Source: an optimization exercise on an open RTL-to-GDS flow (aim: small area and a short achievable clock period). Production flows keep margins and buffers that such runs may drop.
Where RTL was checked, it was by simulation tests only, not by an equivalence proof against the original.
Only the layout flow was run in run 1; the RTL was not checked for function there.

## flow/design.v (module list and top-level ports; edited modules follow where they fit)
// module FPUFMAPipe: 262 lines
// module fma_booth_tree: 3518 lines
// module fma_cpa: 903 lines
// module fma_lzc_pairs: 198 lines
// module fma_round: 54 lines
// module fma_add: 27 lines
module FPUFMAPipe(
  input         clock,
                reset,
                io_in_valid,
                io_in_bits_ren3,
                io_in_bits_swap23,
  input  [2:0]  io_in_bits_rm,
  input  [1:0]  io_in_bits_fmaCmd,
  input  [64:0] io_in_bits_in1,
                io_in_bits_in2,
                io_in_bits_in3,
  output        io_out_valid,
  output [64:0] io_out_bits_data,
  output [4:0]  io_out_bits_exc
);
  // ...
==> flow/flow/run.sh <==
#!/bin/bash
# The standard layout (standard synthesis, floorplan, placement, CTS, routing),
# with ORFS's setup repair asked to leave extra setup slack so that it upsizes and
# buffers the slowest paths. The make output goes to flow.log, and ORFS keeps each
# step's full log under orfs/logs/.
set -uo pipefail
bash standard.sh SETUP_SLACK_MARGIN=10.8 finish > flow.log 2>&1
==> flow/standard.sh <==
#!/bin/bash
# synth_recipe.tcl (not shown) runs the flow's synth.tcl, then flattens the netlist and writes it again
# the make line also repeats each setting of config.mk as NAME=value (left out here)
make -C /OpenROAD-flow-scripts/flow DESIGN_CONFIG=/design/flow/config.mk WORK_HOME=/design/flow/orfs CLKGATE_MAP_FILE= SYNTH_SCRIPT=/design/flow/synth_recipe.tcl "${@:-finish}"
==> flow/config.mk <==
export PLATFORM = sky130hd
export DESIGN_NAME = FPUFMAPipe
export DESIGN_NICKNAME = FPUFMAPipe
export VERILOG_FILES = /design/flow/design.v
export SDC_FILE = /design/flow/constraint.sdc
export NUM_CORES = 8
export LEC_CHECK = 0
export ABC_AREA = 1
export CAP_MARGIN = 20
export CORE_MARGIN = 2
export CORE_UTILIZATION = 38
export CTS_BUF_LIST = sky130_fd_sc_hd__clkbuf_4 sky130_fd_sc_hd__clkbuf_8
export SLEW_MARGIN = 20
==> flow/constraint.sdc <==
create_clock -name core_clock -period 16.0 [get_ports {clock}]
set_input_delay 3.2000 -clock core_clock [delete_from_list [all_inputs] [get_ports {clock}]]
set_output_delay 3.2000 -clock core_clock [all_outputs]
set_load 0.01 [all_outputs]
==> reports/metrics.cfg, run 1 <==
[hold_path]
hold_path.class = flop to flop

[yosys]
seq_area_frac_synth_pct = 13.4
synth_top_flop_cell = dfxtp_1
syn_inst = 14841
synth.cell_area_um2 = 111000
ys_top_cells_by_count = nand2_1, xor2_1, inv_1
synthXorXnorAreaFrac_pct = 13.1

[layout]
nClkBuffers = 210
nFillCells = 29446
layout.cells.non_filler = 18974
multi_input_cells = 11374
clock_area_share_pct = 2.57

[clock_tree]
hold_buffers = 0
numCtsBuffers = 149
clkSinkCount = 744

[placed_design]
hpwl_mm = 446
post-place-ws_ps = 7970

[global_routing]
grt_max_degree = 111
grt_pass1_vias = 113185
use_met1_pct = 48.2
antenna_found_initial = 38
grt_most_used_layer = met2

[run_status]
status = finished clean

[detailed_routing]
drt-met1-wl_mm = 224
vias = 117970
finalWirelength_mm = 627
postRouteAntennaNets = 0

[timing]
relSlewSlack_pct = 8.80
fin_setup_tns_ps = 0

[critical_path]
r2r-end = e1_r0n[34]
end_kind = flop
critPathLaunchType = flop
startpoint = e0_sNatS[0]
path_common_cell = fa_2
critPathSlowestCell = o21ai_4
critical_path_class = flop to flop
path_buf_inv = 9

[floorplan]
start_util_pct = 38.2

==> module FPUFMAPipe, before the edit <==
module FPUFMAPipe(
  input         clock,
                reset,
                io_in_valid,
                io_in_bits_ren3,
                io_in_bits_swap23,
  input  [2:0]  io_in_bits_rm,
  input  [1:0]  io_in_bits_fmaCmd,
  input  [64:0] io_in_bits_in1,
                io_in_bits_in2,
                io_in_bits_in3,
  output        io_out_valid,
  output [64:0] io_out_bits_data,
  output [4:0]  io_out_bits_exc
);
  wire [64:0] a = io_in_bits_in1;
  wire [64:0] b = io_in_bits_swap23 ? 65'h08000000000000000 : io_in_bits_in2;
  wire [64:0] c = (io_in_bits_ren3 | io_in_bits_swap23) ? io_in_bits_in3
                  : {io_in_bits_in1[64] ^ io_in_bits_in2[64], 64'h0};
  wire zA = ~(|a[63:61]);
  wire zB = ~(|b[63:61]);
  wire zC = ~(|c[63:61]);
  wire nanA = (&a[63:62]) & a[61];
  wire nanB = (&b[63:62]) & b[61];
  wire nanC = (&c[63:62]) & c[61];
  wire infA = (&a[63:62]) & ~a[61];
  wire infB = (&b[63:62]) & ~b[61];
  wire infC = (&c[63:62]) & ~c[61];
  wire signProd = a[64] ^ b[64] ^ io_in_bits_fmaCmd[1];
  wire doSub    = signProd ^ c[64] ^ io_in_bits_fmaCmd[0];
  wire [13:0] ex = {2'h0, a[63:52]};
  wire [13:0] ey = {2'h0, b[63:52]};
  wire [13:0] ez = {2'h3, ~c[63:52]};
  wire [13:0] k1 = 14'h3839;
  wire [13:0] s1 = ex ^ ey ^ ez;
  wire [13:0] c1 = {(ex[12:0] & ey[12:0]) | (ex[12:0] & ez[12:0]) | (ey[12:0] & ez[12:0]), 1'b0};
  wire [13:0] s2 = s1 ^ c1 ^ k1;
  wire [13:0] c2 = {(s1[12:0] & c1[12:0]) | (s1[12:0] & k1[12:0]) | (c1[12:0] & k1[12:0]), 1'b0};
  wire [8:0] sNatLo = {1'b0, s2[7:0]} + {1'b0, c2[7:0]};
  wire isSigNaNAny = nanA & ~a[51] | nanB & ~b[51] | nanC & ~c[51];
  wire isNaNAOrB   = nanA | nanB;
  wire isInfProd   = infA | infB;
  wire invalidExc  = isSigNaNAny | infA & zB | zA & infB | ~isNaNAOrB & isInfProd & infC & doSub;
  wire outIsNaN    = isNaNAOrB | nanC;
  wire isInfOut    = isInfProd | infC;
  wire addZeros    = (zA | zB) & zC;
  wire rmMin       = io_in_bits_rm == 3'h2;
  wire CDomSign    = signProd ^ doSub;
  wire signK       = isInfProd & signProd | infC & CDomSign
                     | addZeros & ~rmMin & signProd & CDomSign
                     | addZeros & rmMin & (signProd | CDomSign);
  wire signEn      = ~isInfOut & ~addZeros;
  wire [54:0] yB = {1'b0, ~zB, b[51:0], 1'b0};    
  wire [26:0] bOne, bTwo;
  wire [25:0] bNeg;
  genvar gi;
  generate
    for (gi = 0; gi < 27; gi = gi + 1) begin : booth
      wire y0 = yB[2*gi];        
      wire y1 = yB[2*gi+1];      
      wire y2 = yB[2*gi+2];      
      assign bOne[gi] = y1 ^ y0;
      assign bTwo[gi] = y2 & ~y1 & ~y0 | ~y2 & y1 & y0;
      if (gi < 26) begin : n
        assign bNeg[gi] = y2;
      end
    end
  endgenerate
  wire [52:0] sigCx = {~zC, c[51:0]} ^ {53{doSub}};
  reg         v0;
  reg  [52:0] e0_sigA;
  reg  [26:0] e0_one, e0_two;
  reg  [25:0] e0_neg;
  reg  [52:0] e0_sigCx;
  reg         e0_doSub, e0_signProd, e0_zAB, e0_zC;
  reg  [8:0]  e0_sNatLo;
  reg  [5:0]  e0_sNatS, e0_sNatC;
  reg  [11:0] e0_expC;
  reg         e0_invalid, e0_isNaN, e0_isInf, e0_addZeros, e0_signK, e0_signEn;
  reg  [2:0]  e0_rm;
  always @(posedge clock) begin
    v0 <= io_in_valid;
    e0_sigA <= {~zA, a[51:0]};
    e0_one <= bOne;
    e0_two <= bTwo;
    e0_neg <= bNeg;
    e0_sigCx <= sigCx;
    e0_doSub <= doSub;
    e0_signProd <= signProd;
    e0_zAB <= zA | zB;
    e0_zC <= zC;
    e0_sNatLo <= sNatLo;
    e0_sNatS <= s2[13:8];
    e0_sNatC <= c2[13:8];
    e0_expC <= c[63:52];
    e0_invalid <= invalidExc;
    e0_isNaN <= outIsNaN;
    e0_isInf <= isInfOut;
    e0_addZeros <= addZeros;
    e0_signK <= signK;
    e0_signEn <= signEn;
    e0_rm <= io_in_bits_rm;
  end
  wire [5:0] sNatHi;
  fma_add #(6, 3) addNatHi (.a(e0_sNatS), .b(e0_sNatC), .cin(e0_sNatLo[8]), .s(sNatHi));
  wire [13:0] e0_sNat = {sNatHi, e0_sNatLo[7:0]};
  wire [12:0] e0_sExpProd;
  fma_add #(13, 4) addProd (.a(e0_sNat[12:0]), .b({1'b0, e0_expC} + 13'h1FCB), .cin(1'b0), .s(e0_sExpProd));
  wire e0_isMin = e0_zAB | e0_sNat[13];
  wire e0_big = ~e0_isMin & (e0_sNat[12:0] > 13'hA0);
  wire e0_CIsDom = ~e0_zC & (e0_isMin | e0_sNat[12:0] < 13'h36);
  wire [12:0] e0_sExpSum = e0_CIsDom ? {1'h0, e0_expC} : e0_sExpProd;
  wire [7:0] e0_u = e0_sNat[7:0];
  wire [7:0] CAlignDist = e0_isMin ? 8'h0 : e0_big ? 8'hA1 : e0_u;
  wire [164:0] shC = $signed({e0_doSub, e0_sigCx, {111{e0_doSub}}}) >>> e0_u;
  wire [105:0] cadd = (e0_isMin | e0_big) ? {106{e0_doSub}} : shC[108:3];
  wire [54:0] highC = e0_isMin ? {e0_sigCx, e0_doSub, e0_doSub} : e0_big ? {55{e0_doSub}} : shC[163:109];
  wire [2:0] lowC = e0_isMin ? {3{e0_doSub}} : e0_big ? e0_sigCx[52:50] : shC[2:0];
  wire [64:0] reduced4CExtra_shift = $signed(65'sh10000000000000000 >>> CAlignDist[7:2]);
  wire [12:0] cGrp;
  genvar cg;
  generate
    for (cg = 0; cg < 13; cg = cg + 1) begin : cgrp
      assign cGrp[cg] = e0_doSub ? ~(&e0_sigCx[4*cg+3:4*cg]) : (|e0_sigCx[4*cg+3:4*cg]);
    end
  endgenerate
  wire [12:0] cGen = cGrp
                   & {reduced4CExtra_shift[24], reduced4CExtra_shift[25], reduced4CExtra_shift[26],
                      reduced4CExtra_shift[27], reduced4CExtra_shift[28], reduced4CExtra_shift[29],
                      reduced4CExtra_shift[30], reduced4CExtra_shift[31], reduced4CExtra_shift[32],
                      reduced4CExtra_shift[33], reduced4CExtra_shift[34], reduced4CExtra_shift[35],
                      reduced4CExtra_shift[36]};
  wire bit0AlignedSigC = e0_doSub ? (&lowC) & ~(|cGen) : (|lowC) | (|cGen);
  wire [106:0] tr0, tr1;
  fma_booth_tree tree (
    .a(e0_sigA), .one(e0_one), .two(e0_two), .neg(e0_neg),
    .cadd(cadd), .r0(tr0), .r1(tr1));
  reg          v1;
  reg  [106:0] e1_r0n, e1_r1n;    
  wire [106:0] e1_r0 = ~e1_r0n;
  wire [106:0] e1_r1 = ~e1_r1n;
  reg  [54:0]  e1_high;
  reg          e1_bit0, e1_doSub, e1_CIsDom, e1_signProd;
  reg  [5:0]   e1_CAlignDist;
  reg  [12:0]  e1_sExpSum;
  reg          e1_invalid, e1_isNaN, e1_isInf, e1_addZeros, e1_signK, e1_signEn;
  reg  [2:0]   e1_rm;
  always @(posedge clock) begin
    if (reset) v1 <= 1'b0; else v1 <= v0;
    e1_r0n <= ~tr0;
    e1_r1n <= ~tr1;
    e1_high <= highC;
    e1_bit0 <= bit0AlignedSigC;
    e1_doSub <= e0_doSub;
    e1_CIsDom <= e0_CIsDom;
    e1_signProd <= e0_signProd;
    e1_CAlignDist <= CAlignDist[5:0];
    e1_sExpSum <= e0_sExpSum;
    e1_invalid <= e0_invalid;
    e1_isNaN <= e0_isNaN;
    e1_isInf <= e0_isInf;
    e1_addZeros <= e0_addZeros;
    e1_signK <= e0_signK;
    e1_signEn <= e0_signEn;
    e1_rm <= e0_rm;
  end
  wire [105:0] sum0, sum1;
  wire c105_0, c105_1;
  fma_cpa cpa (.x(e1_r0[105:0]), .y(e1_r1[105:0]), .sum0(sum0), .sum1(sum1),
               .cout0(c105_0), .cout1(c105_1));
  wire m106 = e1_r0[106] ^ e1_r1[106];
  wire mAR106_0 = m106 ^ c105_0;
  wire mAR106_1 = m106 ^ c105_1;
  wire [54:0] hiOnes;
  assign hiOnes[0] = 1'b1;
  genvar hi;
  generate
    for (hi = 1; hi < 55; hi = hi + 1) begin : hio
      assign hiOnes[hi] = &e1_high[hi-1:0];
    end
  endgenerate
  wire [54:0] T3 = e1_high ^ (hiOnes & {55{mAR106_0}});
  wire [1:0]  T3_1 = e1_high[1:0] ^ (hiOnes[1:0] & {2{mAR106_1}});
  wire [161:0] sigSum = {T3, sum0, e1_bit0};
  wire [107:0] CDom_absSigSum = e1_doSub ? ~sigSum[161:54] : {1'h0, e1_high[54:53], sigSum[159:55]};
  wire CDom_extraSticky = e1_doSub ? sum0[52:0] != 53'h1FFFFFFFFFFFFF : (|(sum0[53:0]));
  wire nSign = T3[2];
  wire [108:0] Y = sigSum[108:0];
  wire [108:0] Yp = e1_doSub ? (e1_bit0 ? {T3_1, sum1, 1'b0} : {T3[1:0], sum0, 1'b1}) : Y;
  wire [108:0] notCDom_abs = nSign ? ~Y : Yp;
  wire [109:0] X = e1_CIsDom ? {CDom_absSigSum, 2'b00} : {1'b0, notCDom_abs};
  wire [5:0] ndPos, ndNeg;
  wire anyPos, anyNeg;
  fma_lzc_pairs lzcP (.x({1'b0, Yp}), .nd(ndPos), .any(anyPos));
  fma_lzc_pairs lzcN (.x({1'b0, ~Y}), .nd(ndNeg), .any(anyNeg));
  wire [5:0] nd = nSign ? ndNeg : ndPos;
  wire complCanc = nSign ? ~anyNeg & ~(|notCDom_abs[1:0]) : ~anyPos & ~(|Yp[1:0]);
  wire [6:0] sh = e1_CIsDom ? {1'b0, e1_CAlignDist} : {nd, 1'b0};
  wire e1_rmMin = e1_rm == 3'h2;
  wire rawSign = e1_signK | e1_signEn & (e1_CIsDom ? e1_signProd ^ e1_doSub
                                          : complCanc ? e1_rmMin : e1_signProd ^ nSign);
  wire rawIsZero = e1_addZeros | ~e1_CIsDom & complCanc;
  reg          v2;
  reg  [109:0] e2_X;
  reg  [6:0]   e2_sh;
  reg  [12:0]  e2_sExpSum;
  reg          e2_CIsDom, e2_doSub, e2_extraSticky;
  reg          e2_invalid, e2_isNaN, e2_isInf, e2_isZero, e2_sign;
  reg  [2:0]   e2_rm;
  always @(posedge clock) begin
    if (reset) v2 <= 1'b0; else v2 <= v1;
    e2_X <= sh[6] ? {X[45:0], 64'h0} : X;    
    e2_sh <= sh;
    e2_sExpSum <= e1_sExpSum - {12'h0, e1_CIsDom & e1_doSub};
    e2_CIsDom <= e1_CIsDom;
    e2_doSub <= e1_doSub;
    e2_extraSticky <= e1_CIsDom & CDom_extraSticky;
    e2_invalid <= e1_invalid;
    e2_isNaN <= e1_isNaN;
    e2_isInf <= e1_isInf;
    e2_isZero <= rawIsZero;
    e2_sign <= rawSign;
    e2_rm <= e1_rm;
  end
  wire [109:0] xs5 = e2_sh[5] ? {e2_X[77:0], 32'h0} : e2_X;
  wire [109:0] xs4 = e2_sh[4] ? {xs5[93:0], 16'h0} : xs5;
  wire [109:0] xs3 = e2_sh[3] ? {xs4[101:0], 8'h0} : xs4;
  wire [109:0] xs2 = e2_sh[2] ? {xs3[105:0], 4'h0} : xs3;
  wire [109:0] xs1 = e2_sh[1] ? {xs2[107:0], 2'h0} : xs2;
  wire [109:0] Xs  = e2_sh[0] ? {xs1[108:0], 1'h0} : xs1;
  wire [12:0] grp = {|(e2_X[51:48]), |(e2_X[47:44]), |(e2_X[43:40]), |(e2_X[39:36]), |(e2_X[35:32]),
                     |(e2_X[31:28]), |(e2_X[27:24]), |(e2_X[23:20]), |(e2_X[19:16]), |(e2_X[15:12]),
                     |(e2_X[11:8]), |(e2_X[7:4]), |(e2_X[3:0])};
  wire [4:0] shq = {1'b0, e2_sh[5:2]};
  reg grpSticky;
  integer k;
  always @(*) begin
    grpSticky = 1'b0;
    for (k = 0; k < 13; k = k + 1)
      if ({27'h0, shq} + k <= 12) grpSticky = grpSticky | grp[k];
  end
  wire sticky = (|(Xs[54:52])) | grpSticky | e2_extraSticky;
  wire [55:0] rawSig = {Xs[109:55], sticky};
  wire [12:0] rawExp = e2_sExpSum - {6'h0, e2_sh & {7{~e2_CIsDom}}};
  wire [64:0] rOut;
  wire [4:0]  rExc;
  fma_round rnd (
    .io_invalidExc(e2_invalid), .io_in_isNaN(e2_isNaN), .io_in_isInf(e2_isInf),
    .io_in_isZero(e2_isZero), .io_in_sign(e2_sign), .io_in_sExp(rawExp), .io_in_sig(rawSig),
    .io_roundingMode(e2_rm), .io_out(rOut), .io_exceptionFlags(rExc));
  reg         v3;
  reg  [64:0] e3_data;
  reg  [4:0]  e3_exc;
  always @(posedge clock) begin
    if (reset) v3 <= 1'b0; else v3 <= v2;
    e3_data <= ({65{rOut[63:61] != 3'h7}} | 65'h1EFEFFFFFFFFFFFFF) & rOut;
    e3_exc <= rExc;
  end
  assign io_out_valid = v3;
  assign io_out_bits_data = e3_data;
  assign io_out_bits_exc = e3_exc;
endmodule
==> run 2, diff against run 1 <==
--- a/flow/design.v
+++ b/flow/design.v
@@ -31,17 +31,23 @@
   wire [13:0] ex = {2'h0, a[63:52]};
   wire [13:0] ey = {2'h0, b[63:52]};
   wire [13:0] ez = {2'h3, ~c[63:52]};
   wire [13:0] k1 = 14'h3839;
   wire [13:0] s1 = ex ^ ey ^ ez;
   wire [13:0] c1 = {(ex[12:0] & ey[12:0]) | (ex[12:0] & ez[12:0]) | (ey[12:0] & ez[12:0]), 1'b0};
   wire [13:0] s2 = s1 ^ c1 ^ k1;
   wire [13:0] c2 = {(s1[12:0] & c1[12:0]) | (s1[12:0] & k1[12:0]) | (c1[12:0] & k1[12:0]), 1'b0};
-  wire [8:0] sNatLo = {1'b0, s2[7:0]} + {1'b0, c2[7:0]};
+  wire [13:0] sNat;
+  fma_add #(14, 4) addNat (.a(s2), .b(c2), .cin(1'b0), .s(sNat));
+  wire [12:0] k2 = 13'h1803;
+  wire [12:0] s3 = ex[12:0] ^ ey[12:0] ^ k2;
+  wire [12:0] c3 = {(ex[11:0] & ey[11:0]) | (ex[11:0] & k2[11:0]) | (ey[11:0] & k2[11:0]), 1'b0};
+  wire [12:0] sExpProd;
+  fma_add #(13, 4) addProd (.a(s3), .b(c3), .cin(1'b0), .s(sExpProd));
   wire isSigNaNAny = nanA & ~a[51] | nanB & ~b[51] | nanC & ~c[51];
   wire isNaNAOrB   = nanA | nanB;
   wire isInfProd   = infA | infB;
   wire invalidExc  = isSigNaNAny | infA & zB | zA & infB | ~isNaNAOrB & isInfProd & infC & doSub;
   wire outIsNaN    = isNaNAOrB | nanC;
   wire isInfOut    = isInfProd | infC;
   wire addZeros    = (zA | zB) & zC;
   wire rmMin       = io_in_bits_rm == 3'h2;
@@ -68,49 +74,43 @@
   endgenerate
   wire [52:0] sigCx = {~zC, c[51:0]} ^ {53{doSub}};
   reg         v0;
   reg  [52:0] e0_sigA;
   reg  [26:0] e0_one, e0_two;
   reg  [25:0] e0_neg;
   reg  [52:0] e0_sigCx;
   reg         e0_doSub, e0_signProd, e0_zAB, e0_zC;
-  reg  [8:0]  e0_sNatLo;
-  reg  [5:0]  e0_sNatS, e0_sNatC;
+  reg  [13:0] e0_sNat;
+  reg  [12:0] e0_sExpProd;
   reg  [11:0] e0_expC;
   reg         e0_invalid, e0_isNaN, e0_isInf, e0_addZeros, e0_signK, e0_signEn;
   reg  [2:0]  e0_rm;
   always @(posedge clock) begin
     v0 <= io_in_valid;
     e0_sigA <= {~zA, a[51:0]};
     e0_one <= bOne;
     e0_two <= bTwo;
     e0_neg <= bNeg;
     e0_sigCx <= sigCx;
     e0_doSub <= doSub;
     e0_signProd <= signProd;
     e0_zAB <= zA | zB;
     e0_zC <= zC;
-    e0_sNatLo <= sNatLo;
-    e0_sNatS <= s2[13:8];
-    e0_sNatC <= c2[13:8];
+    e0_sNat <= sNat;
+    e0_sExpProd <= sExpProd;
     e0_expC <= c[63:52];
     e0_invalid <= invalidExc;
     e0_isNaN <= outIsNaN;
     e0_isInf <= isInfOut;
     e0_addZeros <= addZeros;
     e0_signK <= signK;
     e0_signEn <= signEn;
     e0_rm <= io_in_bits_rm;
   end
-  wire [5:0] sNatHi;
-  fma_add #(6, 3) addNatHi (.a(e0_sNatS), .b(e0_sNatC), .cin(e0_sNatLo[8]), .s(sNatHi));
-  wire [13:0] e0_sNat = {sNatHi, e0_sNatLo[7:0]};
-  wire [12:0] e0_sExpProd;
-  fma_add #(13, 4) addProd (.a(e0_sNat[12:0]), .b({1'b0, e0_expC} + 13'h1FCB), .cin(1'b0), .s(e0_sExpProd));
   wire e0_isMin = e0_zAB | e0_sNat[13];
   wire e0_big = ~e0_isMin & (e0_sNat[12:0] > 13'hA0);
   wire e0_CIsDom = ~e0_zC & (e0_isMin | e0_sNat[12:0] < 13'h36);
   wire [12:0] e0_sExpSum = e0_CIsDom ? {1'h0, e0_expC} : e0_sExpProd;
   wire [7:0] e0_u = e0_sNat[7:0];
   wire [7:0] CAlignDist = e0_isMin ? 8'h0 : e0_big ? 8'hA1 : e0_u;
   wire [164:0] shC = $signed({e0_doSub, e0_sigCx, {111{e0_doSub}}}) >>> e0_u;
   wire [105:0] cadd = (e0_isMin | e0_big) ? {106{e0_doSub}} : shC[108:3];
@@ -131,29 +131,27 @@
                       reduced4CExtra_shift[33], reduced4CExtra_shift[34], reduced4CExtra_shift[35],
                       reduced4CExtra_shift[36]};
   wire bit0AlignedSigC = e0_doSub ? (&lowC) & ~(|cGen) : (|lowC) | (|cGen);
   wire [106:0] tr0, tr1;
   fma_booth_tree tree (
     .a(e0_sigA), .one(e0_one), .two(e0_two), .neg(e0_neg),
     .cadd(cadd), .r0(tr0), .r1(tr1));
   reg          v1;
-  reg  [106:0] e1_r0n, e1_r1n;    
-  wire [106:0] e1_r0 = ~e1_r0n;
-  wire [106:0] e1_r1 = ~e1_r1n;
+  reg  [106:0] e1_r0, e1_r1;
   reg  [54:0]  e1_high;
   reg          e1_bit0, e1_doSub, e1_CIsDom, e1_signProd;
   reg  [5:0]   e1_CAlignDist;
   reg  [12:0]  e1_sExpSum;
   reg          e1_invalid, e1_isNaN, e1_isInf, e1_addZeros, e1_signK, e1_signEn;
   reg  [2:0]   e1_rm;
   always @(posedge clock) begin
     if (reset) v1 <= 1'b0; else v1 <= v0;
-    e1_r0n <= ~tr0;
-    e1_r1n <= ~tr1;
+    e1_r0 <= tr0;
+    e1_r1 <= tr1;
     e1_high <= highC;
     e1_bit0 <= bit0AlignedSigC;
     e1_doSub <= e0_doSub;
     e1_CIsDom <= e0_CIsDom;
     e1_signProd <= e0_signProd;
     e1_CAlignDist <= CAlignDist[5:0];
     e1_sExpSum <= e0_sExpSum;
     e1_invalid <= e0_invalid;
@@ -161,18 +159,19 @@
     e1_isInf <= e0_isInf;
     e1_addZeros <= e0_addZeros;
     e1_signK <= e0_signK;
     e1_signEn <= e0_signEn;
     e1_rm <= e0_rm;
   end
   wire [105:0] sum0, sum1;
   wire c105_0, c105_1;
+  wire sumIsM1;    
   fma_cpa cpa (.x(e1_r0[105:0]), .y(e1_r1[105:0]), .sum0(sum0), .sum1(sum1),
-               .cout0(c105_0), .cout1(c105_1));
+               .cout0(c105_0), .cout1(c105_1), .pall(sumIsM1));
   wire m106 = e1_r0[106] ^ e1_r1[106];
   wire mAR106_0 = m106 ^ c105_0;
   wire mAR106_1 = m106 ^ c105_1;
   wire [54:0] hiOnes;
   assign hiOnes[0] = 1'b1;
   genvar hi;
   generate
     for (hi = 1; hi < 55; hi = hi + 1) begin : hio
@@ -189,54 +188,57 @@
   wire [108:0] Yp = e1_doSub ? (e1_bit0 ? {T3_1, sum1, 1'b0} : {T3[1:0], sum0, 1'b1}) : Y;
   wire [108:0] notCDom_abs = nSign ? ~Y : Yp;
   wire [109:0] X = e1_CIsDom ? {CDom_absSigSum, 2'b00} : {1'b0, notCDom_abs};
   wire [5:0] ndPos, ndNeg;
   wire anyPos, anyNeg;
   fma_lzc_pairs lzcP (.x({1'b0, Yp}), .nd(ndPos), .any(anyPos));
   fma_lzc_pairs lzcN (.x({1'b0, ~Y}), .nd(ndNeg), .any(anyNeg));
   wire [5:0] nd = nSign ? ndNeg : ndPos;
-  wire complCanc = nSign ? ~anyNeg & ~(|notCDom_abs[1:0]) : ~anyPos & ~(|Yp[1:0]);
+  wire t3IsM1 = (e1_high[1:0] == 2'h3) & ~m106 | (e1_high[1:0] == 2'h2) & m106;
+  wire signM1 = e1_high[2] ^ (e1_high[1] & e1_high[0] & m106);
+  wire complCanc = e1_bit0 & sumIsM1 & t3IsM1 & (signM1 | e1_doSub);
   wire [6:0] sh = e1_CIsDom ? {1'b0, e1_CAlignDist} : {nd, 1'b0};
   wire e1_rmMin = e1_rm == 3'h2;
   wire rawSign = e1_signK | e1_signEn & (e1_CIsDom ? e1_signProd ^ e1_doSub
                                           : complCanc ? e1_rmMin : e1_signProd ^ nSign);
   wire rawIsZero = e1_addZeros | ~e1_CIsDom & complCanc;
   reg          v2;
   reg  [109:0] e2_X;
   reg  [6:0]   e2_sh;
   reg  [12:0]  e2_sExpSum;
   reg          e2_CIsDom, e2_doSub, e2_extraSticky;
   reg          e2_invalid, e2_isNaN, e2_isInf, e2_isZero, e2_sign;
   reg  [2:0]   e2_rm;
   always @(posedge clock) begin
     if (reset) v2 <= 1'b0; else v2 <= v1;
-    e2_X <= sh[6] ? {X[45:0], 64'h0} : X;    
+    e2_X <= X;
     e2_sh <= sh;
     e2_sExpSum <= e1_sExpSum - {12'h0, e1_CIsDom & e1_doSub};
     e2_CIsDom <= e1_CIsDom;
     e2_doSub <= e1_doSub;
     e2_extraSticky <= e1_CIsDom & CDom_extraSticky;
     e2_invalid <= e1_invalid;
     e2_isNaN <= e1_isNaN;
     e2_isInf <= e1_isInf;
     e2_isZero <= rawIsZero;
     e2_sign <= rawSign;
     e2_rm <= e1_rm;
   end
-  wire [109:0] xs5 = e2_sh[5] ? {e2_X[77:0], 32'h0} : e2_X;
+  wire [109:0] xs6 = e2_sh[6] ? {e2_X[45:0], 64'h0} : e2_X;
+  wire [109:0] xs5 = e2_sh[5] ? {xs6[77:0], 32'h0} : xs6;
   wire [109:0] xs4 = e2_sh[4] ? {xs5[93:0], 16'h0} : xs5;
   wire [109:0] xs3 = e2_sh[3] ? {xs4[101:0], 8'h0} : xs4;
   wire [109:0] xs2 = e2_sh[2] ? {xs3[105:0], 4'h0} : xs3;
   wire [109:0] xs1 = e2_sh[1] ? {xs2[107:0], 2'h0} : xs2;
   wire [109:0] Xs  = e2_sh[0] ? {xs1[108:0], 1'h0} : xs1;
   wire [12:0] grp = {|(e2_X[51:48]), |(e2_X[47:44]), |(e2_X[43:40]), |(e2_X[39:36]), |(e2_X[35:32]),
                      |(e2_X[31:28]), |(e2_X[27:24]), |(e2_X[23:20]), |(e2_X[19:16]), |(e2_X[15:12]),
                      |(e2_X[11:8]), |(e2_X[7:4]), |(e2_X[3:0])};
-  wire [4:0] shq = {1'b0, e2_sh[5:2]};
+  wire [4:0] shq = e2_sh[6:2];
   reg grpSticky;
   integer k;
   always @(*) begin
     grpSticky = 1'b0;
     for (k = 0; k < 13; k = k + 1)
       if ({27'h0, shq} + k <= 12) grpSticky = grpSticky | grp[k];
   end
   wire sticky = (|(Xs[54:52])) | grpSticky | e2_extraSticky;
@@ -3779,17 +3781,18 @@
   assign r1[106] = c3014;
 endmodule
 module fma_cpa(
   input [105:0] x,
   input [105:0] y,
   output [105:0] sum0,
   output [105:0] sum1,
   output cout0,
-  output cout1
+  output cout1,
+  output pall
 );
   wire [105:0] g0 = x & y;
   wire [105:0] p0 = x ^ y;
   wire G0_1 = g0[1] | (p0[1] & g0[0]);
   wire P0_1 = p0[1] & p0[0];
   wire G0_3 = g0[3] | (p0[3] & g0[2]);
   wire P0_3 = p0[3] & p0[2];
   wire G0_5 = g0[5] | (p0[5] & g0[4]);
@@ -4675,16 +4678,17 @@
   assign sum0[103] = p0[103] ^ G6_102;
   assign sum1[103] = p0[103] ^ (G6_102 | P6_102);
   assign sum0[104] = p0[104] ^ G6_103;
   assign sum1[104] = p0[104] ^ (G6_103 | P6_103);
   assign sum0[105] = p0[105] ^ G6_104;
   assign sum1[105] = p0[105] ^ (G6_104 | P6_104);
   assign cout0 = G6_105;
   assign cout1 = G6_105 | P6_105;
+  assign pall = P6_105;
 endmodule
 module fma_lzc_pairs(
   input [109:0] x,
   output [5:0] nd,
   output any
 );
   wire [63:0] v;
   assign v[0] = x[109] | x[108];
==> flow/flow/run.sh (replaced) <==
#!/bin/bash
# The standard layout (standard synthesis, floorplan, placement, CTS, routing), with
# two changes to how ORFS repairs timing: the setup repair is asked to leave extra setup
# slack, and gate resizing may pick any drive strength (MATCH_CELL_FOOTPRINT=0) instead of
# only cells of the same width. The make output goes to flow.log, and ORFS keeps each
# step's full log under orfs/logs/.
set -uo pipefail
bash standard.sh SETUP_SLACK_MARGIN=10.65 MATCH_CELL_FOOTPRINT=0 finish > flow.log 2>&1
==> flow/config.mk (replaced) <==
export PLATFORM = sky130hd
export DESIGN_NAME = FPUFMAPipe
export DESIGN_NICKNAME = FPUFMAPipe
export VERILOG_FILES = /design/flow/design.v
export SDC_FILE = /design/flow/constraint.sdc
export NUM_CORES = 8
export LEC_CHECK = 0
export ABC_AREA = 1
export CAP_MARGIN = 20
export CORE_MARGIN = 2
export CORE_UTILIZATION = 38
export SLEW_MARGIN = 20
==> reports/metrics.cfg, run 2 <==
[critical_path]
max_stage_delay_ps = 610  ; was 580 ps
crit_arrival_ps = 6190  ; was 7040 ps
setup.reg_to_reg.worst_slack_ps = 10470  ; was 9780 ps
path_buf_inv = 4  ; was 9
cp.required_ps = 16650  ; was 16810 ps
cp.depth = 12  ; was 23
crit_path_max_fanout = 29  ; was 4
critical_path_class = flop to flop  ; unchanged
critPathLaunchType = flop  ; unchanged
critPathSlowestCell = fa_2  ; was o21ai_4
path_common_cell = fa_1  ; was fa_2
cp_top_family = adder cells  ; unchanged
crit_chain = buf_6 > inv_6 > buf_12 > xor2_1 > fa_1 > fa_1 > fa_2 > fa_1 > fa_1 > fa_1 > fa_1 > inv_1  ; was fa_2 > fa_2 > inv_2 > nor2_2 > a211oi_2 > fa_1 > inv_1 > or4_4 > nor3_4 > nand2_2 > buf_12 > inv_16 > nand2_8 > buf_12 > buf_12 > buf_8 > buf_6 > o21ai_4 > inv_2 > fa_2 > fa_2 > fa_2 > fa_2
rr_worst_depth = 12  ; was 23
end_kind = flop  ; unchanged

[clock_tree]
clk_pin_slew_ps = 60  ; about the same
cts_tree = built  ; unchanged
clock-root-buffer = clkbuf_16  ; was clkbuf_8
clockBufferDepth = 4  ; unchanged
htree_num_levels = 3  ; was 4
numCtsBuffers = 98  ; was 149
clkSinkCount = 752  ; was 744
clk_latency_ps = 890  ; was 1090 ps
hold_buffers = 0  ; unchanged

[global_routing]
grt.total_usage_pct = 39.3  ; was 40.3%
grt_max_degree = 89  ; was 111
grt_pass1_wl_mm = 836  ; was 864 mm
antenna_found_initial = 40  ; was 38
grt_pass1_vias = 112910  ; was 113185
overflow = 0  ; unchanged

[yosys]
synth_top_area_share_pct = 25.9  ; was 25.8%
ys_top_cells_by_count = nand2_1, xor2_1, inv_1  ; unchanged
synth-edff-count = 0  ; unchanged
synth_top_flop_cell = dfxtp_1  ; unchanged
yosysMostFrequentCell = nand2_1  ; unchanged
synth.cell_area_um2 = 111000  ; about the same
ys_types = 72  ; was 69
seq_area_frac_synth_pct = 13.6  ; was 13.4%
synth_warnings = 3  ; unchanged
async_flop_share_pct = 0  ; unchanged
synth_area_leaders = fa_1, dfxtp_1, xor2_1  ; unchanged
syn_inst = 14584  ; was 14841
syn_avg_cell_area_um2 = 7.61  ; was 7.51 µm²
ys_seq_elements = 752  ; was 744
synth.largest_area_cell = fa_1  ; unchanged
synth_nets = 16494  ; was 16741

[timing]
finalSetupViolCount = 0  ; unchanged
grt_setup_unrepaired = true  ; unchanged
maxSlewViolCount = 0  ; unchanged
relSlewSlack_pct = 13.2  ; was 8.80%
tightest_slew_ps = 1300  ; was 1370 ps
fin_crit_ps = 5530  ; was 6220 ps
fin_setup_tns_ps = 0  ; unchanged
max_freq_mhz = 181  ; was 161 MHz
fin_worst_skew_ps = 93.5  ; was 137 ps
layout_worst_path_cycle_share_pct = 34.6  ; was 38.9%
fin_ws_ps = 10470  ; was 9780 ps
hold_violations = 0  ; unchanged

[placed_design]
hpwl_mm = 424  ; was 446 mm
place.gp.congestion = 1.05  ; was 1.06
io_buffers = 274  ; unchanged
post-place-ws_ps = 8060  ; was 7970 ps
place_inst = 17982  ; was 18227

[floorplan]
die_area_um2 = 296000  ; was 298000 µm²
die_w_um = 544  ; was 545 µm
io_pins = 276  ; unchanged
start_util_pct = 38.2  ; about the same
die_height_um = 544  ; was 545 µm
rows = 198  ; unchanged
core_um2 = 291000  ; about the same

[flow_run]
drv_cap = 0  ; unchanged

[detailed_routing]
dr.first_iter.drc_count = 18241  ; was 17312
drt-pass1-iter-count = 23  ; was 11
vias = 117467  ; was 117970
finalWirelength_mm = 612  ; was 627 mm
postRouteAntennaNets = 0  ; unchanged
viasPerCell = 6.36  ; was 6.22
wl_per_cell_um = 33.1  ; about the same
drc_errors = 0  ; unchanged

[hold_path]
hold_path.class = flop to flop  ; unchanged
hold_path_depth = 0  ; unchanged

[layout]
final_cell_mix = nand2_1, xor2_1, inv_1  ; was nand2_1, xor2_1, o22ai_1
layout.nets = 16387  ; was 16842
final_common_cell = nand2_1  ; unchanged
largest_register_ffs = 110  ; unchanged
area_growth_pct = 16.0  ; was 17.5%
regMostFlops = e2_X  ; unchanged
drive_gt1_share_pct = 10.4  ; was 14.6%
layout.cells.non_filler = 18478  ; was 18974
largest_registers = e2_X x110, e1_r0 x107, e1_r1 x107  ; was e2_X x110, e1_r0n x107, e1_r1n x107

[run_status]
status = finished clean  ; unchanged

[run 2: cell count changes in the layout (fill, tap and decap cells not counted), moves of 38 or more]
cell,delta
nand2_2,-69
clkbuf_16,+148
buf_6,-80
clkbuf_8,-154
fa_2,-281
clkinv_2,-38
fa_1,+278
nand3_1,+191
buf_4,-172
nand2_1,-357
o21ai_0,-72
nor2_1,-59
[run 2: timing repair]
item / CTS / global route
gates cloned: 36 / 45
pin swaps: 68 / 111
gates resized for setup: 925 / 595
buffers inserted: 98 / 115
endpoints found under the setup margin: 434 / 312
[run 2: cells by family after synthesis]
group,count (synthesis),synth area share [%]
compound gates,2969,16.0
xor+xnor,1691,13.3
fa+ha+maj,1705,28.9
buf+inv,2759,9.51
flops,752,13.6
mux,101,0.911
other cells,1,0.00338
simple gates,4606,17.8
[run 2: path summary, 6_finish.rpt]
kind / end / start
max: e1_r0[51] / e0_neg[22]
min: e1_signEn / e0_signEn
max reg2reg: e1_r0[51] / e0_neg[22]
min reg2reg: e1_signEn / e0_signEn
[run 2: cell type report]
cell class	count	area, µm²
repair buffers	870	10500
clock inverters	57	773
repair inverters	8	56.3
fillers	29474	162000
diodes	25	62.6
well taps	3900	4880
inverters	1660	6820
clock buffers	119	2680
flip-flops and latches	752	15200
multi-input cells	11087	87800
[run 2: metal layers]
| metal | part of all wire, % | wire, µm | global-route usage [%] |
|---|---|---|---|
| met1 | 34 | 208000 | 45.3 |
| met5 | 0.15 | 909 | 1.35 |
| met4 | 11 | 69000 | 33.1 |
| met2 | 41 | 248000 | 56.9 |
| met3 | 14 | 85600 | 15.3 |
[run 2: through the flow]
| stage | util, % | area [µm²] | hold slack, ps |
|---|---|---|---|
| final | 44.3 | 129000 | 325 |
| after global routing | 44.3 | 129000 | 330 |
| after CTS | 42.9 | 125000 | 324 |
| after detailed placement | 40.3 | 117000 | 312 |
| after global placement | 40.3 | 117000 | 311 |
| after floorplan | - | 111000 | 310 |
[run 2: worst reg2reg max path, cell delays in order, from the launching register on]
cell	delay [ps]
dfxtp_1	320
buf_6	360
inv_6	190
buf_12	260
xor2_1	300
fa_1	540
fa_1	560
fa_2	610
fa_1	460
fa_1	470
fa_1	530
fa_1	600
inv_1	160
==> run 3, diff against run 2 <==
==> flow/flow/run.sh (replaced) <==
#!/bin/bash
# The standard layout (standard synthesis, floorplan, placement, CTS, routing), with
# two changes: the setup repair is asked to leave extra setup slack, and the buffers
# that every input and output port gets are sky130_fd_sc_hd__buf_4 cells. The make output
# goes to flow.log, and ORFS keeps each step's full log under orfs/logs/.
set -uo pipefail
bash standard.sh SETUP_SLACK_MARGIN=10.65 "BUFFER_PORTS_ARGS=-buffer_cell sky130_fd_sc_hd__buf_4" finish > flow.log 2>&1
==> reports/metrics.cfg, run 3 <==
[critical_path]
crit_chain = buf_12 > nand2_1 > xor2_2 > ha_1 > inv_1 > fa_1 > inv_1 > fa_1 > fa_1 > fa_1 > fa_2 > fa_1 > inv_1  ; was buf_6 > inv_6 > buf_12 > xor2_1 > fa_1 > fa_1 > fa_2 > fa_1 > fa_1 > fa_1 > fa_1 > inv_1
critPathSlowestCell = xor2_2  ; was fa_2
end_kind = flop  ; unchanged
setup.reg_to_reg.worst_slack_ps = 10370  ; was 10470 ps
critPathLaunchType = flop  ; unchanged
r2r-end = e1_r0[65]  ; was e1_r0[51]
crit_path_max_fanout = 15  ; was 29
path_common_cell = fa_1  ; unchanged
cp.required_ps = 16710  ; was 16650 ps
crit_arrival_ps = 6340  ; was 6190 ps
timing.rr.start = e0_sigA[52]  ; was e0_neg[22]
rr_worst_depth = 13  ; was 12
critical_path_class = flop to flop  ; unchanged
max_stage_delay_ps = 960  ; was 610 ps

[hold_path]
min_from = e0_addZeros  ; was e0_signEn
hold_path.class = flop to flop  ; unchanged
hold_path_depth = 0  ; unchanged
holdPathEnd = e1_addZeros  ; was e1_signEn

[yosys]
synth-edff-count = 0  ; unchanged
yosysMostFrequentCell = nand2_1  ; unchanged
synth_nets = 16494  ; unchanged
synth_area_leaders = fa_1, dfxtp_1, xor2_1  ; unchanged
syn_avg_cell_area_um2 = 7.61  ; unchanged
ys_top_cells_by_count = nand2_1, xor2_1, inv_1  ; unchanged
synth_top_area_share_pct = 25.9  ; unchanged
async_flop_share_pct = 0  ; unchanged
syn_inst = 14584  ; unchanged
seq_area_frac_synth_pct = 13.6  ; unchanged
synth_warnings = 3  ; unchanged
synth_top_flop_cell = dfxtp_1  ; unchanged
ys_seq_elements = 752  ; unchanged
ys_types = 72  ; unchanged
synth.largest_area_cell = fa_1  ; unchanged
synth.cell_area_um2 = 111000  ; unchanged

[clock_tree]
clk_latency_ps = 900  ; was 890 ps
numCtsBuffers = 95  ; was 98
clk_pin_slew_ps = 70  ; was 60 ps
clock-root-buffer = clkbuf_16  ; unchanged
hold_buffers = 0  ; unchanged
htree_num_levels = 3  ; unchanged
clockBufferDepth = 4  ; unchanged
clkSinkCount = 752  ; unchanged
cts_tree = built  ; unchanged

[detailed_routing]
postRouteAntennaNets = 0  ; unchanged
viasPerCell = 6.35  ; was 6.36
drc_errors = 0  ; unchanged
vias = 117137  ; was 117467
wl_per_cell_um = 33.3  ; was 33.1 µm
drt-pass1-iter-count = 15  ; was 23
finalWirelength_mm = 614  ; was 612 mm
dr.first_iter.drc_count = 18099  ; was 18241

[floorplan]
die_w_um = 544  ; unchanged
die_height_um = 544  ; unchanged
start_util_pct = 38.2  ; unchanged
die_area_um2 = 296000  ; unchanged
core_um2 = 291000  ; unchanged
io_pins = 276  ; unchanged
rows = 198  ; unchanged

[layout]
nFillCells = 29543  ; was 29474
largest_registers = e2_X x110, e1_r0 x107, e1_r1 x107  ; unchanged
area_growth_pct = 15.3  ; was 16.0%
regMostFlops = e2_X  ; unchanged
drive_gt1_share_pct = 12.1  ; was 10.4%
final_core_util_pct = 44.0  ; was 44.3%
final_common_cell = nand2_1  ; unchanged
postLayoutCellArea_um2 = 128000  ; was 129000 µm²
largest_register_ffs = 110  ; unchanged
final_cell_mix = nand2_1, xor2_1, inv_1  ; unchanged
layout.nets = 16365  ; was 16387

[global_routing]
grt_pass1_vias = 111877  ; was 112910
grt_pass1_wl_mm = 830  ; was 836 mm
overflow = 0  ; unchanged
grt_max_degree = 104  ; was 89
antenna_found_initial = 28  ; was 40
grt.total_usage_pct = 39.0  ; was 39.3%

[timing]
fin_worst_skew_ps = 90.4  ; was 93.5 ps
relSlewSlack_pct = 7.12  ; was 13.2%
fin_crit_ps = 5630  ; was 5530 ps
hold_violations = 0  ; unchanged
tightest_slew_ps = 1390  ; was 1300 ps
layout_worst_path_cycle_share_pct = 35.2  ; was 34.6%
fin_setup_tns_ps = 0  ; unchanged
grt_setup_unrepaired = true  ; unchanged
finalSetupViolCount = 0  ; unchanged
max_freq_mhz = 178  ; was 181 MHz
maxSlewViolCount = 0  ; unchanged

[placed_design]
io_buffers = 274  ; unchanged
place_area_um2 = 116000  ; was 117000 µm²
place.gp.congestion = 1.06  ; was 1.05
hpwl_mm = 424  ; about the same

[run_status]
status = finished clean  ; unchanged

[flow_run]
drv_cap = 0  ; unchanged

==> run 3: kinds of logic (layout without fill, tap and decap cells) <==
family / count (synthesis) / count (layout) / synth area share (%)
compound gates: 2969 / 2969 / 16.0
xor+xnor: 1691 / 1691 / 13.3
fa+ha+maj: 1705 / 1705 / 28.9
buf+inv: 2759 / 2693 / 9.51
flops: 752 / 752 / 13.6
mux: 101 / 101 / 0.911
other cells: 1 / 28 / 0.00338
simple gates: 4606 / 4619 / 17.8
==> run 3: critical path, delay by kind of cell (launching register included) <==
| kind | cells | cell delay (ps) |
|---|---|---|
| buf+inv | 4 | 390 |
| flops | 1 | 340 |
| xor+xnor | 1 | 960 |
| fa+ha+maj | 7 | 3530 |
| simple gates | 1 | 140 |
==> run 3: repair_timing <==
item | in CTS | in global routing
setup endpoints to repair | 429 | 320
cloned | 30 | 49
setup buffers | 75 | 128
pin swaps | 59 | 109
gates resized for setup | 769 | 645
==> run 3: how the worst max path moves through the flow <==
stage	slack, ps	from	endpoint
2_1_floorplan	9960	io_in_bits_ren3	e0_sNat[12]
3_3_place_gp	8190	e2_sh[0]	e3_data[60]
3_5_place_dp	8220	e2_sh[0]	e3_data[61]
4_1_cts	10540	e0_sNat[2]	e1_r0[80]
5_1_grt	10450	e0_sigA[52]	e1_r0[65]
6_report	10370	e0_sigA[52]	e1_r0[65]
==> run 3: cell type report <==
cell class / count / area [µm²] / share of cell area [%]
Timing Repair inverter: 14 / 123 / 0.0958
Antenna cell: 27 / 67.6 / 0.0528
Clock buffer: 117 / 2600 / 2.03
Multi-Input combinational cell: 11086 / 87700 / 68.5
Clock inverter: 56 / 801 / 0.626
Timing Repair Buffer: 846 / 9730 / 7.60
Tap cell: 3900 / 4880 / 3.81
Sequential cell: 752 / 15200 / 11.9
Inverter: 1660 / 6910 / 5.40
==> run 3: metrics by stage <==
step	setup WS (ps)	std cells	hold WS, ps
after global routing	10450	18437	331
after floorplan	9960	14584	310
after CTS	10540	18254	316
after detailed placement	8220	17976	313
final	10370	18458	321
after global placement	8190	17971	311
==> run 3: routing by layer <==
| metal | wire length (µm) | track usage (%) | up-vias |
|---|---|---|---|
| met5 | 913 | 2.14 | - |
| met4 | 68600 | 32.8 | 37 |
| li1 | - | - | 48060 |
| met1 | 211000 | 45.5 | 55874 |
| met3 | 85500 | 14.4 | 3112 |
| met2 | 249000 | 56.6 | 10054 |
==> run 4, diff against run 3 <==
==> flow/flow/run.sh (replaced) <==
#!/bin/bash
# The standard layout (standard synthesis, floorplan, placement, CTS, routing), with
# two changes: the setup repair is asked to leave extra setup slack, and the buffers
# that every input and output port gets are sky130_fd_sc_hd__buf_2 cells (smaller and
# faster than the delay cells buffer_ports picks by default). The make output goes to
# flow.log, and ORFS keeps each step's full log under orfs/logs/.
set -uo pipefail
bash standard.sh SETUP_SLACK_MARGIN=10.65 "BUFFER_PORTS_ARGS=-buffer_cell sky130_fd_sc_hd__buf_2" finish > flow.log 2>&1
==> reports/metrics.cfg, run 4 <==
[floorplan]
core_um2 = 291000  ; unchanged
rows = 198  ; unchanged
die_area_um2 = 296000  ; unchanged
die_height_um = 544  ; unchanged
io_pins = 276  ; unchanged
start_util_pct = 38.2  ; unchanged
die_w_um = 544  ; unchanged

[yosys]
synth_nets = 16494  ; unchanged
async_flop_share_pct = 0  ; unchanged
synth_top_area_share_pct = 25.9  ; unchanged
synth_area_leaders = fa_1, dfxtp_1, xor2_1  ; unchanged
yosysMostFrequentCell = nand2_1  ; unchanged
seq_area_frac_synth_pct = 13.6  ; unchanged
synth.largest_area_cell = fa_1  ; unchanged
ys_seq_elements = 752  ; unchanged
ys_top_cells_by_count = nand2_1, xor2_1, inv_1  ; unchanged
synth_top_flop_cell = dfxtp_1  ; unchanged
synth.cell_area_um2 = 111000  ; unchanged
synth-edff-count = 0  ; unchanged
syn_inst = 14584  ; unchanged
syn_avg_cell_area_um2 = 7.61  ; unchanged
synth_warnings = 3  ; unchanged
ys_types = 72  ; unchanged

[clock_tree]
cts_tree = built  ; unchanged
clock-root-buffer = clkbuf_16  ; unchanged
hold_buffers = 0  ; unchanged
htree_num_levels = 3  ; unchanged
clkSinkCount = 752  ; unchanged
clk_latency_ps = 930  ; was 900 ps
clk_pin_slew_ps = 60  ; was 70 ps
numCtsBuffers = 99  ; was 95
clockBufferDepth = 4  ; unchanged

[layout]
drive_gt1_share_pct = 12.5  ; was 12.1%
layout.nets = 16359  ; was 16365
largest_registers = e2_X x110, e1_r0 x107, e1_r1 x107  ; unchanged
final_cell_mix = nand2_1, xor2_1, inv_1  ; unchanged
regMostFlops = e2_X  ; unchanged
area_growth_pct = 15.0  ; was 15.3%
final_common_cell = nand2_1  ; unchanged
largest_register_ffs = 110  ; unchanged

[detailed_routing]
drt-pass1-iter-count = 11  ; was 15
viasPerCell = 6.37  ; was 6.35
drc_errors = 0  ; unchanged
wl_per_cell_um = 33.2  ; was 33.3 µm
dr.first_iter.drc_count = 17961  ; was 18099
postRouteAntennaNets = 0  ; unchanged
finalWirelength_mm = 612  ; was 614 mm
vias = 117592  ; was 117137

[placed_design]
hpwl_mm = 424  ; about the same
io_buffers = 274  ; unchanged
post-place-ws_ps = 8150  ; was 8220 ps
place.gp.congestion = 1.06  ; about the same

[critical_path]
path_buf_inv = 4  ; unchanged
critPathLaunchType = flop  ; unchanged
critical_path_class = flop to flop  ; unchanged
max_stage_delay_ps = 690  ; was 960 ps
path_common_cell = nand2_1  ; was fa_1
crit_path_max_fanout = 14  ; was 15
cp_top_family = adder cells  ; unchanged
crit_chain = buf_12 > inv_6 > buf_12 > or2_2 > o21a_1 > nand2_1 > o21ai_1 > mux2i_1 > o21ai_0 > nand2_1 > nand2_1 > a31oi_4 > fa_1 > fa_1 > fa_2 > fa_2 > inv_1  ; was buf_12 > nand2_1 > xor2_2 > ha_1 > inv_1 > fa_1 > inv_1 > fa_1 > fa_1 > fa_1 > fa_2 > fa_1 > inv_1
cp.required_ps = 16710  ; about the same
critPathSlowestCell = fa_2  ; was xor2_2
crit_arrival_ps = 6190  ; was 6340 ps
end_kind = flop  ; unchanged

[timing]
max_freq_mhz = 183  ; was 178 MHz
fin_ws_ps = 10520  ; was 10370 ps
finalSetupViolCount = 0  ; unchanged
tightest_slew_ps = 1260  ; was 1390 ps
fin_worst_skew_ps = 122  ; was 90.4 ps
fin_crit_ps = 5480  ; was 5630 ps
layout_worst_path_cycle_share_pct = 34.2  ; was 35.2%
fin_setup_tns_ps = 0  ; unchanged
grt_setup_unrepaired = true  ; unchanged
maxSlewViolCount = 0  ; unchanged
relSlewSlack_pct = 15.7  ; was 7.12%
hold_violations = 0  ; unchanged

[global_routing]
grt_pass1_wl_mm = 834  ; was 830 mm
overflow = 0  ; unchanged
grt.total_usage_pct = 39.2  ; was 39.0%
grt_pass1_vias = 112284  ; was 111877
antenna_found_initial = 37  ; was 28
grt_max_degree = 100  ; was 104

[hold_path]
hold_path.class = flop to flop  ; unchanged

[flow_run]
drv_cap = 0  ; unchanged

[run_status]
status = finished clean  ; unchanged

[run 4: per-layer routing]
metal,global-route usage [%],up-vias,routed length (µm)
met5,0.990,-,1120
met4,33.3,55,68600
met3,15.8,3104,87400
met2,56.5,10236,246000
met1,45.2,56195,209000
li1,-,48002,-
[run 4: final cells by class]
cell class	instances	area (µm²)
diodes	23	57.6
clock buffers	118	2640
clock inverters	60	772
fillers	29473	163000
inverters	1660	6950
multi-input cells	11085	88100
flip-flops and latches	752	15200
well taps	3900	4880
repair buffers	840	8970
repair inverters	11	100
[run 4: stage by stage]
step	cells	util [%]	instance area (µm²)	hold WS (ps)
finish	18449	43.9	128000	323
floorplan	14584	-	111000	310
detailed placement	17980	39.8	116000	312
global placement	17980	39.8	116000	311
CTS	18258	42.4	123000	320
global route	18431	43.9	128000	325
[run 4: what timing repair did]
item,4_1_cts,5_1_grt
resized for setup,810,711
gates cloned,25,46
setup endpoints to repair,386,293
pin swaps,75,146
buffers inserted,75,121
hold endpoints to repair,0,0
[run 4: worst paths after layout]
kind	startpoint	to	slack (ps)	cells after the start
max	e0_sNat[1]	e1_r0[70]	10520	17
min	e0_isInf	e1_isInf	320	0
max reg2reg	e0_sNat[1]	e1_r0[70]	10520	17
min reg2reg	e0_isInf	e1_isInf	320	0
[run 4: kinds of logic (layout without fill, tap and decap cells)]
kind of cell             count (synthesis)  in the layout  synth area share [%]
AND/OR/NAND/NOR                       4606           4618                  17.8
AO/OA/AOI/OAI                         2969           2969                  16.0
buffers and inverters                 2759           2689                  9.51
adder cells (fa/ha/maj)               1705           1705                  28.9
XOR/XNOR                              1691           1691                  13.3
flip-flops                             752            752                  13.6
multiplexers                           101            101                 0.911
other                                    1             24               0.00338
==> run 5, diff against run 4 <==
--- a/flow/flow/run.sh
+++ b/flow/flow/run.sh
@@ -5,4 +5,4 @@
 # faster than the delay cells buffer_ports picks by default). The make output goes to
 # flow.log, and ORFS keeps each step's full log under orfs/logs/.
 set -uo pipefail
-bash standard.sh SETUP_SLACK_MARGIN=10.65 "BUFFER_PORTS_ARGS=-buffer_cell sky130_fd_sc_hd__buf_2" finish > flow.log 2>&1
+bash standard.sh SETUP_SLACK_MARGIN=10.65 MATCH_CELL_FOOTPRINT=0 "BUFFER_PORTS_ARGS=-buffer_cell sky130_fd_sc_hd__buf_2" finish > flow.log 2>&1
==> reports/metrics.cfg, run 5 <==
[floorplan]
rows = 198  ; unchanged
core_um2 = 291000  ; unchanged
die_w_um = 544  ; unchanged
start_util_pct = 38.2  ; unchanged
io_pins = 276  ; unchanged
die_height_um = 544  ; unchanged
die_area_um2 = 296000  ; unchanged

[detailed_routing]
viasPerCell = 6.38  ; was 6.37
drc_errors = 0  ; unchanged
vias = 118364  ; was 117592
dr.first_iter.drc_count = 18006  ; was 17961
wl_per_cell_um = 33.7  ; was 33.2 µm
finalWirelength_mm = 625  ; was 612 mm
drt-pass1-iter-count = 17  ; was 11
postRouteAntennaNets = 0  ; unchanged

[run_status]
status = finished clean  ; unchanged

[global_routing]
grt_max_degree = 94  ; was 100
grt_pass1_wl_mm = 848  ; was 834 mm
grt.total_usage_pct = 40.0  ; was 39.2%
grt_pass1_vias = 113379  ; was 112284
overflow = 0  ; unchanged
antenna_found_initial = 49  ; was 37

[critical_path]
crit_arrival_ps = 6170  ; was 6190 ps
crit_path_max_fanout = 25  ; was 14
cp.required_ps = 16690  ; was 16710 ps
critical_path_class = flop to flop  ; unchanged
critPathLaunchType = flop  ; unchanged
end_kind = flop  ; unchanged

[layout]
multi_input_area_um2 = 88300  ; was 88100 µm²
seq_area_um2 = 15200  ; about the same
area_growth_pct = 16.1  ; was 15.0%
final_common_cell = nand2_1  ; unchanged
largest_register_ffs = 110  ; unchanged
layout.nets = 16465  ; was 16359
largest_registers = e2_X x110, e1_r0 x107, e1_r1 x107  ; unchanged
regMostFlops = e2_X  ; unchanged
final_cell_mix = nand2_1, xor2_1, inv_1  ; unchanged
nFillCells = 29359  ; was 29473
drive_gt1_share_pct = 13.3  ; was 12.5%

[clock_tree]
numCtsBuffers = 95  ; was 99
clock-root-buffer = clkbuf_16  ; unchanged
clockBufferDepth = 4  ; unchanged
clk_latency_ps = 890  ; was 930 ps
cts_tree = built  ; unchanged
clk_pin_slew_ps = 60  ; about the same
hold_buffers = 0  ; unchanged
clkSinkCount = 752  ; unchanged
htree_num_levels = 3  ; unchanged

[timing]
layout_worst_path_cycle_share_pct = 34.2  ; about the same
fin_setup_tns_ps = 0  ; unchanged
fin_crit_ps = 5480  ; about the same
max_freq_mhz = 182  ; was 183 MHz
maxSlewViolCount = 0  ; unchanged
grt_setup_unrepaired = true  ; unchanged
fin_worst_skew_ps = 81.8  ; was 122 ps
relSlewSlack_pct = 9.76  ; was 15.7%
tightest_slew_ps = 1350  ; was 1260 ps
hold_violations = 0  ; unchanged
finalSetupViolCount = 0  ; unchanged

[yosys]
synth_top_area_share_pct = 25.9  ; unchanged
synth_warnings = 3  ; unchanged
yosysMostFrequentCell = nand2_1  ; unchanged
synth_area_leaders = fa_1, dfxtp_1, xor2_1  ; unchanged
synth.cell_area_um2 = 111000  ; unchanged
synth_nets = 16494  ; unchanged
ys_seq_elements = 752  ; unchanged
synth.largest_area_cell = fa_1  ; unchanged
seq_area_frac_synth_pct = 13.6  ; unchanged
async_flop_share_pct = 0  ; unchanged
synth_top_flop_cell = dfxtp_1  ; unchanged
ys_types = 72  ; unchanged
synth-edff-count = 0  ; unchanged
syn_avg_cell_area_um2 = 7.61  ; unchanged
syn_inst = 14584  ; unchanged
ys_top_cells_by_count = nand2_1, xor2_1, inv_1  ; unchanged

[placed_design]
hpwl_mm = 433  ; was 424 mm
io_buffers = 274  ; unchanged
place.gp.congestion = 1.07  ; was 1.06

[flow_run]
drv_cap = 0  ; unchanged

[hold_path]
hold_path.class = flop to flop  ; unchanged

[run 5: worst max-delay path, cell delays in order (launching register included)]
cell and delay (ps):
dfxtp_4 410, inv_1 90, buf_6 270, o21ai_0 180, o21ai_0 260, a21oi_1 110
inv_1 70, o21ai_0 180, nand2_1 130, o21ai_0 260, nand2_1 170, nand2_1 100
a31oi_4 670, fa_1 590, fa_1 480, fa_2 500, fa_2 710, inv_1 80
[run 5: layout make-up]
class,instances,area share (%)
Multi-Input combinational cell,11085,68.5
Inverter,1660,5.37
Tap cell,3900,3.79
Timing Repair Buffer,954,7.92
Clock buffer,120,2.06
Clock inverter,51,0.444
Antenna cell,29,0.0563
Sequential cell,752,11.8
Timing Repair inverter,7,0.0427
[run 5: what timing repair did]
action                      CTS  global route
buffers inserted            118           174
setup endpoints to repair   433           243
cloned                       36            38
pin swaps                    74           167
gates resized for setup    1051           706
[run 5: cell families (layout without fill, tap and decap cells)]
kind of cell / Yosys count / count (layout) / synth area share [%]
muxes: 101 / 101 / 0.911
xor gates and xnor gates: 1691 / 1691 / 13.3
AOI/OAI and AO/OA: 2969 / 2969 / 16.0
buffers and inverters: 2759 / 2792 / 9.51
other: 1 / 30 / 0.00338
and+or+nand+nor: 4606 / 4618 / 17.8
DFF: 752 / 752 / 13.6
adders and majority gates: 1705 / 1705 / 28.9
[run 5: layer usage]
metal	vias to the layer above	wire length, µm	GRT usage (%)
met2	10201	252000	58.2
met3	3499	87100	16.0
met4	62	72300	33.8
li1	48244	-	-
met5	-	1750	2.86
met1	56358	212000	45.4
[run 5: worst paths after layout]
| check | startpoint | endpoint | slack (ps) | cells past startpoint |
|---|---|---|---|---|
| worst max-delay path | e0_doSub | e1_r0[70] | 10520 | 17 |
| worst min-delay path | e0_rm[1] | e1_rm[1] | 320 | 0 |
| worst max register to register | e0_doSub | e1_r0[70] | 10520 | 17 |
| worst min register to register | e0_rm[1] | e1_rm[1] | 320 | 0 |
[run 5: metrics by stage]
stage	instances	setup slack (ps)	hold WS (ps)	cell area, µm²	util (%)
after floorplan	14584	9980	310	111000	-
after global placement	17987	8040	310	116000	39.8
after detailed placement	17990	8120	312	116000	39.8
after CTS	18315	10590	321	124000	42.6
after global routing	18537	10510	333	129000	44.3
final	18558	10520	322	129000	44.3

-- static timing again, ports no longer ideal --
The results above use ideal ports. As a check the final layouts listed here were re-extracted and re-timed, cells and wires unchanged. Step 1 sets driving cells, clkbuf_16 on the clock port and buf_2 on the other inputs (assumed; they add their load-dependent delay and slew). Step 2 moves the port delays by t, midway between the first and last clock arrival at a register: inputs arrive t later, outputs are due t later. That takes back most of the time a late clock gives input paths. Slacks: ideal ports / drivers / drivers and shift; pairs: ideal ports / drivers.
run	shift t [ns]	slack for setup (ns)	latest minus earliest clock arrival (ns)
run 1	1.134	9.775 / 9.775 / 9.775	0.138 / 0.138
run 2	0.947	10.468 / 10.355 / 9.408	0.093 / 0.094
run 3	0.957	10.371 / 10.371 / 9.465	0.094 / 0.094
run 4	0.991	10.523 / 10.523 / 9.712	0.122 / 0.122
run 5	0.956	10.520 / 10.449 / 9.493	0.082 / 0.082
After both steps every run listed still meets setup and hold. The setup slack of run 2, which loses most, moves by -0.113 ns with the drivers and by -1.060 ns with both steps.
